This design comes from an exercise in tuning for small area, a short achievable clock period and few clock cycles per item on the open sky130 flow, not from production work. The RTL was checked by simulation tests, not by an equivalence proof against the original design.

==> flow/design.v, too long to show whole: its modules and the start of the top module <==
// module lzc: 22 lines
// module gen_lzc: 25 lines
// module lzc_4: 10 lines
// module int_div: 97 lines
// module ks_sub: 36 lines
// module int_sqrt: 76 lines
// module fp_rnd: 240 lines
// module fp_add_head: 221 lines
// module fp_add_tail: 141 lines
// module fp_mul_head: 130 lines
// module fp_mul_tail: 173 lines
// module mul24: 1955 lines
// module ks_add: 34 lines
// module fp_fma_s2: 290 lines
// module fp_fma_tail: 186 lines
// module fp_fma_add_head: 302 lines
// module fma_addsub: 35 lines
// module fp_div: 229 lines
// module fp_sqrt: 189 lines
// module fp_i2f: 155 lines
// module fp_f2i: 229 lines
// module fp_cmp: 154 lines
// module fp_classify: 113 lines
// module f2d: 146 lines
// module d2f: 153 lines
// module fp_top: 773 lines
module fp_top
#(
    parameter fp_pkg::fp_format_e  FP_FORMAT   = fp_pkg::FP32,
    parameter fp_pkg::int_format_e INT_FORMAT  = fp_pkg::INT32,
    parameter logic        RISCV_MODE  = 1'b0
)
(
    input clk_i,
    input rst_i,
    input start_i,
    output logic ready_o,
    input [63:0] a_i,
    input [63:0] b_i,
    input [63:0] c_i,
    input fp_pkg::roundmode_e rnd_i,
    input fp_pkg::float_op_e op_i,
    input [1:0] op_modify_i,
    output logic [63:0] result_o,
    output logic valid_o,
    output fp_pkg::status_t flags_o
);
  // ...
==> flow/run.sh <==
#!/bin/bash
# synth_recipe.tcl (not shown) runs the flow's synth.tcl, then flattens the netlist and writes it again
# the make line also repeats each setting of config.mk as NAME=value (left out here)
make -C /OpenROAD-flow-scripts/flow DESIGN_CONFIG=/design/flow/config.mk WORK_HOME=/design/flow/orfs CLKGATE_MAP_FILE= SYNTH_SCRIPT=/design/flow/synth_recipe.tcl finish
==> flow/config.mk <==
export PLATFORM = sky130hd
export DESIGN_NAME = fp_top
export DESIGN_NICKNAME = fp_top
export VERILOG_FILES = /design/flow/design.v
export SDC_FILE = /design/flow/constraint.sdc
export NUM_CORES = 8
export LEC_CHECK = 0
export CAP_MARGIN = 20
export CORE_MARGIN = 2
export CORE_UTILIZATION = 40
export SETUP_SLACK_MARGIN = 5
export SLEW_MARGIN = 20
export SYNTH_HIERARCHICAL = 1
export SYNTH_MINIMUM_KEEP_SIZE = 200
==> flow/constraint.sdc <==
create_clock -name core_clock -period 20.0 [get_ports {clk_i}]
set_input_delay 4.0000 -clock core_clock [delete_from_list [all_inputs] [get_ports {clk_i}]]
set_output_delay 4.0000 -clock core_clock [all_outputs]
set_load 0.01 [all_outputs]
==> impl_metrics.ini, run 1 <==
[critical_path]
cp_slowest_stage_delay_ns = 0.58
rrSetupSlack_ns = 5.22
startpoint_type = flop
r2r_end = f_ashamt_q[0]
critical-path-top-delay-family = simple AND/OR/NAND/NOR gates
crit_slowest_cell = or4_4

[logic_synthesis]
netlist_area_mm2 = 0.1106
syn_nets = 16156

[place]
dp.cells = 18292
io_buffers = 210
gp_congestion = 1.110

[route]
wl_met3_um = 59890
drc = 0

[die]
io_pins = 275
tap-cell-count = 3705
start_util_pct = 40.09

[grt]
grt_pass1_vias = 111369
globalRouteOverflowTotal = 0
gr-usage-met3_pct = 9.135

[timing]
fin_setup_tns_ns = 0
rsz0062_at_grt = true
fin_skew_ns = 0.06344
final_hold_viol_count = 0
period_share_pct = 73.91

[final_layout]
largest_register_ffs = 53
final_cells = 18621
nets = 16043
top_regs = f_aurpr_mant_q x53, m_prod_q x48, urnd_q x38
area_growth_pct = 11.74
drive_gt1_share_pct = 10.74
top_register = f_aurpr_mant_q

[run]
drv_cap = 0

[clock_network]
numCtsBuffers = 84
cts.sinks = 709

[outcome]
status = no timing/DRC/antenna violations
Testbench counts, summed over its fixed seeds: cycles 38,356, ops 24,000.
==> inputs of run 2 (changes only) <==
--- a/flow/config.mk
+++ b/flow/config.mk
@@ -7,7 +7,7 @@
 export LEC_CHECK = 0
 export CAP_MARGIN = 20
 export CORE_MARGIN = 2
-export CORE_UTILIZATION = 40
+export CORE_UTILIZATION = 55
 export SETUP_SLACK_MARGIN = 5
 export SLEW_MARGIN = 20
 export SYNTH_HIERARCHICAL = 1
==> run 2 against run 1 <==
  * The flow now stops in global routing
  * Synthesized cell count is the same
  * Synthesized area unchanged
==> impl_metrics.ini, run 2 <==
[outcome]
status = did not finish
haltStage = global routing
stop_error = [ERROR GRT-0232] Routing congestion too high. Check the congestion heatmap in the GUI.

[grt]
grt_max_degree = 85

[logic_synthesis]
synthCells = 14921
syn_nets = 16156
yosys_warnings = 49
netlist_area_mm2 = 0.1106
synth.avg_cell_area_um2 = 7.410

[clock_network]
numCtsBuffers = 85
clock-root-buffer = clkbuf_16
cts_hold_buffers = 0
cts_max_level = 3
cts_buffer_depth = 3
cts.sinks = 709

[place]
hpwl_um = 421900
gp_congestion = 1.114
io_buffers = 210

[die]
die_w_um = 452.4
io_pins = 275
fp-row-count = 164
start_util_pct = 55.32
die_h_um = 452.4

[timing]
grt-worst-endpoint = f_ashamt_q[0]$_SDFF_PN0_/D
worst_path_end_type = sequential cell input
-- run 2: per-stage QoR --
stage | hold WS (ns) | cell area (um2) | setup WS [ns] | instances
CTS | 0.4446 | 123100 | 4.999 | 17768
detailed placement | 0.4338 | 118500 | 1.879 | 17548
global placement | 0.4341 | 118500 | 2.620 | 17547
floorplan | 0.4264 | 110700 | 5.037 | 14921
-- run 2: timing repair --
action / CTS
buffers inserted: 49
endpoints found under the setup margin: 142
gates cloned: 15
endpoints found under the hold margin: 0
resized for setup: 179
pin swaps: 28
-- run 2: worst max path at each step --
stage	startpoint	slack, ns	end
detailed placement	fp_div_inst.int_div_inst.s_q[24]	1.88	fp_div_inst.int_div_inst.s_q[17]
global placement	fp_div_inst.int_div_inst.s_q[24]	2.62	fp_div_inst.int_div_inst.s_q[9]
floorplan	m_b_q[5]	5.04	f_ashamt_q[0]
CTS	m_b_q[3]	5.00	flags_o[1]
==> inputs of run 3 (changes only) <==
--- a/flow/config.mk
+++ b/flow/config.mk
@@ -7,8 +7,6 @@
 export LEC_CHECK = 0
 export CAP_MARGIN = 20
 export CORE_MARGIN = 2
-export CORE_UTILIZATION = 55
+export CORE_UTILIZATION = 40
 export SETUP_SLACK_MARGIN = 5
 export SLEW_MARGIN = 20
-export SYNTH_HIERARCHICAL = 1
-export SYNTH_MINIMUM_KEEP_SIZE = 200
==> run 3 against run 2 <==
  * Synthesized cell count decreased by 4.8%
  * Synthesized area decreased by 4.3%
  * The layout now fails its checks (max-capacitance violations, max-slew violations)
==> impl_metrics.ini, run 3 <==
[outcome]
status = finished with violations
so.violations = max-capacitance violations, max-slew violations

[critical_path]
startpoint_type = flop
crit_slowest_cell = a222oi_1
path_buf_inv = 3
required_ns = 16.00
endpoint_kind = output pin
critical-path-top-delay-family = simple AND/OR/NAND/NOR gates
cp_slowest_stage_delay_ns = 0.92
cp_max_fo = 35
path_class = flop to output pin
arrival_ns = 10.73

[route]
wl_met2_um = 215600
drc = 0
drt_first_pass_iters = 9
wl_met1_um = 197400
routed_wl_um = 502600
top_layer_used = met5
vias = 113225
first_iter_violations = 14711
avgViaCountPerCell = 6.422
wl_per_cell_um = 28.51
ant_nets = 0
wl_met3_um = 52420

[die]
io_pins = 275
start_util_pct = 40.27
die_h_um = 518.3
fp-row-count = 188
coreArea_mm2 = 0.2627
die_w_um = 518.3
dieArea_mm2 = 0.2687

[hold_path]
hold_path_class = flop to flop

[clock_network]
insertion_delay_ns = 0.78
numCtsBuffers = 85
cts_hold_buffers = 0
cts_max_level = 3
cts_tree = done
clkTransAtPathRegs_ns = 0.06
cts.sinks = 709
cts_buffer_depth = 3
clock-root-buffer = clkbuf_16

[logic_synthesis]
ys_async_sr_fraction_pct = 2.821
ys_ff_latch = 709
synthCells = 14202
synth_area_leaders = dfxtp_1 11%, fa_1 7.8%, ha_1 6.9%
syn_nets = 15405
yosysUniqueCellTypes = 127
synth-edff-count = 134
yosysTopAreaCell = dfxtp_1
synth_common_cells = 1507 x nand2_1, 1347 x nor2_1, 1157 x a21oi_1, 976 x inv_1, 879 x o21ai_0
synth_top_area_share_pct = 10.50
synth_ff_type = dfxtp_1
yosysMostFrequentCell = nand2_1
netlist_area_mm2 = 0.1058
synth.avg_cell_area_um2 = 7.450
seq_area_frac_synth_pct = 14.78
yosys_warnings = 43

[timing]
fin_skew_ns = 0.08128
fin_crit_ns = 14.73
period_share_pct = 73.66
slew_headroom_pct = -3.012
final_hold_viol_count = 0
fin_worst_hold_slack_ns = 0.4464
setup_viol = 0
rsz0062_at_grt = false
worst_pin_slew_ns = 1.525
maxSlewViolCount = 2
max_freq_mhz = 67.88
fin_setup_tns_ns = 0

[grt]
grt_first_pass_wirelength_um = 718800
grt_pass1_vias = 103542
grt_antenna_before_repair = 55
globalRouteOverflowTotal = 0
grt_max_degree = 92
groute.usage.overall_pct = 35.36

[final_layout]
area_growth_pct = 11.60
top_regs = f_aurpr_mant_q x53, m_prod_q x48, urnd_q x38
nets = 15215
drive_gt1_share_pct = 10.67
postLayoutCoreUtil_pct = 44.94
largest_register_ffs = 53
final_area_mm2 = 0.1181
final_common_cell = nand2_1
top_register = f_aurpr_mant_q
final_cell_mix = 1497 x nand2_1, 1322 x nor2_1, 1136 x a21oi_1, 955 x inv_1, 858 x o21ai_0

[place]
gp_congestion = 1.067
io_buffers = 210
hpwl_um = 372200
dpl_cell_area_mm2 = 0.1124

[run]
drv_cap = 1
## run 3: what timing repair did
action / in CTS / in global routing
endpoints found under the setup margin: 163 / 77
resized for setup: 136 / 241
setup buffers: 24 / 66
pin swaps: 12 / 31
gates cloned: 6 / 13
## run 3: layout make-up
class | instances | area (um2)
repair buffers | 773 | 6883
flip-flops and latches | 709 | 15650
clock buffers | 110 | 2425
diodes | 34 | 85.08
clock inverters | 46 | 621.8
well taps | 3515 | 4398
inverters | 1001 | 3829
fillers | 26857 | 144700
repair inverters | 1 | 5.005
multi-input cells | 11441 | 84190
## run 3: kinds of logic (layout without fill, tap and decap cells)
group,Yosys count,count (layout),synth area share (%)
and+or+nand+nor,4329,4331,18.43
AOI/OAI and AO/OA,4288,4291,26.51
buffers and inverters,2057,1931,7.522
adders and majority gates,1001,1001,14.76
muxes,958,958,10.85
xor gates and xnor gates,860,860,7.152
DFF,709,709,14.78
other,0,34,0
## run 3: worst paths after layout
check                                               endpoint                        startpoint  cells past startpoint  slack, ns
setup / recovery                                  flags_o[1]                         m_a_q[29]                     36       5.27
hold / removal              fp_div_inst.int_div_inst.p_q[16]  fp_div_inst.int_div_inst.p_q[10]                      0       0.45
setup reg to reg                               f_ashamt_q[0]                         m_b_q[10]                     52       5.49
hold reg to reg             fp_div_inst.int_div_inst.p_q[16]  fp_div_inst.int_div_inst.p_q[10]                      0       0.45
max in group asynchronous  fp_sqrt_inst.int_sqrt_inst.busy_q                             rst_i                      2      16.07
min in group asynchronous                             done_q                             rst_i                      2       3.61
## run 3: per-layer routing
metal	track usage, %	vias up
met2	53.51	6800
met4	21.68	26
met1	45.33	53998
li1	-	50806
met5	0	-
met3	8.384	1595
## run 3: stage by stage
step | worst slack, ns | instances
after floorplan | 5.000 | 14202
after global placement | 1.942 | 17329
after detailed placement | 1.914 | 17329
after CTS | 5.003 | 17515
after global routing | 4.942 | 17605
final | 5.267 | 17630
==> module int_sqrt, before the edit <==
module int_sqrt
#(
  parameter int S = 5
)
(
  input clk_i,
  input reset_i,
  input start_i,
  input [25:0] v_i,
  output logic [26:0] q_o,
  output logic sticky_o,
  output logic done_o
);
localparam int K  = (27 + S - 1) / S;    
localparam int E  = K * S - 27;          
localparam int QW = K * S;               
localparam int RW = QW + 3;              
localparam int CW = (K <= 1) ? 1 : $clog2(K);
logic busy_q;
logic [CW-1:0] cnt_q;
logic [RW-1:0] r_q;
logic [QW-1:0] q_q;
logic [25:0] v_q;
logic [RW-1:0] r [0:S];
logic [QW-1:0] q [0:S];
assign r[0] = r_q;
assign q[0] = q_q;
genvar i;
generate
  for (i = 0; i < S; i++) begin : g_step
    logic [RW-1:0] rp;
    logic [RW-1:0] t;
    logic [RW-1:0] d;
    logic bit_q;
    assign rp = {r[i][RW-3:0], v_q[25-2*i -: 2]};
    assign t = {1'b0, q[i], 2'b01};
    ks_sub #(.W(RW)) u_sub (.a_i(rp), .b_i(t), .d_o(d), .co_o(bit_q));
    assign r[i+1] = bit_q ? d : rp;
    assign q[i+1] = {q[i][QW-2:0], bit_q};
  end
endgenerate
logic last;
assign last = busy_q & (cnt_q == CW'(K-1));
assign done_o = last;
always_ff @(posedge clk_i or negedge reset_i) begin
  if (!reset_i) begin
    busy_q <= 1'b0;
    cnt_q  <= '0;
  end else if (start_i) begin
    busy_q <= 1'b1;
    cnt_q  <= '0;
  end else if (busy_q) begin
    busy_q <= ~last;
    cnt_q  <= cnt_q + 1'b1;
  end
end
always_ff @(posedge clk_i) begin
  if (start_i) begin
    r_q <= '0;
    q_q <= '0;
    v_q <= v_i;
  end else if (busy_q) begin
    r_q <= r[S];
    q_q <= q[S];
    v_q <= {v_q[25-2*S:0], {(2*S){1'b0}}};
  end
end
assign q_o = q[S][QW-1:E];
generate
  if (E > 0) begin : g_e
    assign sticky_o = (r[S] != '0) | (q[S][E-1:0] != '0);
  end else begin : g_ne
    assign sticky_o = (r[S] != '0);
  end
endgenerate
endmodule
==> inputs of run 4 (changes only) <==
--- a/flow/design.v
+++ b/flow/design.v
@@ -348,7 +348,8 @@
 endmodule
 module int_sqrt
 #(
-  parameter int S = 5
+  parameter int S = 5,
+  parameter int L0 = 6
 )
 (
   input clk_i,
@@ -359,9 +360,10 @@
   output logic sticky_o,
   output logic done_o
 );
-localparam int K  = (27 + S - 1) / S;    
-localparam int E  = K * S - 27;          
-localparam int QW = K * S;               
+localparam int K  = (27 - L0 + S - 1) / S;   
+localparam int QW = L0 + K * S;          
+localparam int E  = QW - 27;             
+localparam int RW0 = L0 + 3;             
 localparam int RW = QW + 3;              
 localparam int CW = (K <= 1) ? 1 : $clog2(K);
 logic busy_q;
@@ -387,6 +389,24 @@
     assign q[i+1] = {q[i][QW-2:0], bit_q};
   end
 endgenerate
+logic [RW0-1:0] r0 [0:L0];
+logic [L0-1:0]  q0 [0:L0];
+assign r0[0] = '0;
+assign q0[0] = '0;
+generate
+  for (i = 0; i < L0; i++) begin : g_step0
+    logic [RW0-1:0] rp;
+    logic [RW0-1:0] t;
+    logic [RW0:0] d;
+    logic bit_q;
+    assign rp = {r0[i][RW0-3:0], v_i[25-2*i -: 2]};
+    assign t = {1'b0, q0[i], 2'b01};
+    assign d = {1'b0, rp} - {1'b0, t};
+    assign bit_q = ~d[RW0];
+    assign r0[i+1] = bit_q ? d[RW0-1:0] : rp;
+    assign q0[i+1] = {q0[i][L0-2:0], bit_q};
+  end
+endgenerate
 logic last;
 assign last = busy_q & (cnt_q == CW'(K-1));
 assign done_o = last;
@@ -404,9 +424,9 @@
 end
 always_ff @(posedge clk_i) begin
   if (start_i) begin
-    r_q <= '0;
-    q_q <= '0;
-    v_q <= v_i;
+    r_q <= {{(RW-RW0){1'b0}}, r0[L0]};
+    q_q <= {{(QW-L0){1'b0}}, q0[L0]};
+    v_q <= {v_i[25-2*L0:0], {(2*L0){1'b0}}};
   end else if (busy_q) begin
     r_q <= r[S];
     q_q <= q[S];
--- a/flow/config.mk
+++ b/flow/config.mk
@@ -10,3 +10,5 @@
 export CORE_UTILIZATION = 40
 export SETUP_SLACK_MARGIN = 5
 export SLEW_MARGIN = 20
+export SYNTH_HIERARCHICAL = 1
+export SYNTH_MINIMUM_KEEP_SIZE = 200
==> run 4 against run 3 <==
  * The run now finishes clean
  * Fmax rose by 0.44%
  * Flip-flop and latch count fell by 13
  * Wire length rose by 9.6%
  * Global-route usage rose by 1.2 points
  * Design area rose by 6.1%
  * Register-to-register slack got worse by 0.04 ns
  * Largest cell class unchanged
==> impl_metrics.ini, run 4 <==
[final_layout]
final_common_cell = nand2_1
regArea_mm2 = 0.01542
nets = 16426
area_growth_pct = 10.35
drive_gt1_share_pct = 10.18
multiInputGateArea_mm2 = 0.09125
final_cell_mix = 1513 x nand2_1, 1507 x nor2_1, 1257 x a21oi_1, 1033 x o21ai_0, 1018 x inv_1
top_regs = f_aurpr_mant_q x53, m_prod_q x48, urnd_q x38
largest_register_ffs = 53
fillerInstances = 28956
top_register = f_aurpr_mant_q

[logic_synthesis]
syn_nets = 16654
synthCells = 15399
synth.avg_cell_area_um2 = 7.371
yosys_warnings = 51
netlist_area_mm2 = 0.1135

[timing]
fin_crit_ns = 14.67
maxSlewViolCount = 0
fin_setup_tns_ns = 0
fin_skew_ns = 0.07185
worst_pin_slew_ns = 1.362
final_hold_viol_count = 0
fin_worst_hold_slack_ns = 0.4422
setup_viol = 0
max_freq_mhz = 68.18
rsz0062_at_grt = false
period_share_pct = 73.34
slew_headroom_pct = 8.445

[route]
wl_per_cell_um = 28.95
drt_first_pass_iters = 19
first_iter_violations = 18913
vias = 125461
routed_wl_um = 550900
drc = 0
ant_nets = 0
avgViaCountPerCell = 6.594

[clock_network]
cts_max_level = 3
cts_buffer_depth = 3
insertion_delay_ns = 0.77
numCtsBuffers = 85
cts_hold_buffers = 0
cts_tree = done
clkTransAtPathRegs_ns = 0.06
cts.sinks = 696
clock-root-buffer = clkbuf_16

[critical_path]
required_ns = 20.62
arrival_ns = 15.29
cp_max_fo = 31
endpoint_kind = flop
startpoint_type = primary input
crit_slowest_cell = nor4_2
cp_slowest_stage_delay_ns = 0.89
path_class = primary input to flop

[die]
io_pins = 275
dieArea_mm2 = 0.2881
die_h_um = 536.7
coreArea_mm2 = 0.2823
start_util_pct = 40.21
die_w_um = 536.7
fp-row-count = 195

[hold_path]
hold_path_class = flop to flop

[run]
drv_cap = 0

[grt]
grt_antenna_before_repair = 58
globalRouteOverflowTotal = 0
grt_pass1_vias = 113981
grt_first_pass_wirelength_um = 791900
groute.usage.overall_pct = 36.52
grt_max_degree = 87

[place]
io_buffers = 210
hpwl_um = 413100
gp_congestion = 1.074

[outcome]
status = no timing/DRC/antenna violations
-- run 4: final timing paths --
check,slack (ns),startpoint,endpoint,depth (start not counted)
max,5.33,b_i[0],m_prod_q[43],32
min,0.44,fp_div_inst.int_div_inst.p_q[15],fp_div_inst.int_div_inst.p_q[21],0
max reg2reg,5.45,m_b_q[23],f_ashamt_q[0],48
min reg2reg,0.44,fp_div_inst.int_div_inst.p_q[15],fp_div_inst.int_div_inst.p_q[21],0
max in group asynchronous,16.03,rst_i,fp_div_inst.int_div_inst.busy_q,2
min in group asynchronous,3.62,rst_i,fma_rnd_q[1],2
-- run 4: layout make-up --
class	count	area share, %
repair buffers	792	5.368
flip-flops and latches	696	12.31
clock buffers	109	1.893
inverters	1055	3.194
multi-input cells	12540	72.85
well taps	3743	3.739
clock inverters	50	0.5653
diodes	41	0.08191
repair inverters	1	0.003995
-- run 4: stage by stage --
step,instances,cell area [um2],worst slack [ns],utilization (%)
6_report,19027,125300,5.332,44.37
3_5_place_dp,18731,120000,2.115,42.52
4_1_cts,18930,124100,5.020,43.97
3_3_place_gp,18730,120000,2.241,42.51
5_1_grt,18995,125200,4.930,44.35
2_1_floorplan,15399,113600,5.018,-
-- run 4: routing by layer --
metal	GRT usage [%]	wire length, um
met2	52.07	222300
met3	10.12	71910
met4	22.28	40790
met5	0	219
met1	48.58	215600
-- run 4: critical path, delay by kind of cell --
kind                     cells  cell delay (ns)
buffers and inverters        9             2.90
AO/OA/AOI/OAI                7             1.72
adder cells (fa/ha/maj)      7             3.04
AND/OR/NAND/NOR              8             3.31
XOR/XNOR                     1             0.24
-- run 4: timing repair --
item	4_1_cts	5_1_grt
endpoints found under the setup margin	143	121
cloned	10	5
pin swaps	17	26
gates resized for setup	113	123
buffers inserted	30	48
Testbench counts of run 4, summed over its fixed seeds: cycles 37,408, ops 24,000.

[port drivers added, routing unchanged]
The results above use ideal ports. As a check the final layouts listed here were re-extracted and re-timed, cells and wires unchanged. Step 1 sets driving cells, clkbuf_16 on the clock port and buf_2 on the other inputs (assumed; they add their load-dependent delay and slew). Step 2 moves the port delays by t, midway between the first and last clock arrival at a register: inputs arrive t later, outputs are due t later. That takes back most of the time a late clock gives input paths. a / b / c = no drivers / after step 1 / after step 2; a / b = the first two.
run | shift t [ns] | setup WS [ns] | worst setup path at the end | worst data-port slew with drivers (ns) | pins driven straight from the clock port
run 1 | 0.848 | 5.219 / 5.110 / 4.573 | input to register | 0.30 | 1
run 3 | 0.829 | 5.267 / 5.181 / 4.611 | input to register | 0.28 | 1
run 4 | 0.834 | 5.332 / 5.260 / 4.580 | input to register | 0.17 | 1
For run 4, which loses most, drivers alone change the setup slack by -0.072 ns; drivers and shift together by -0.752 ns.
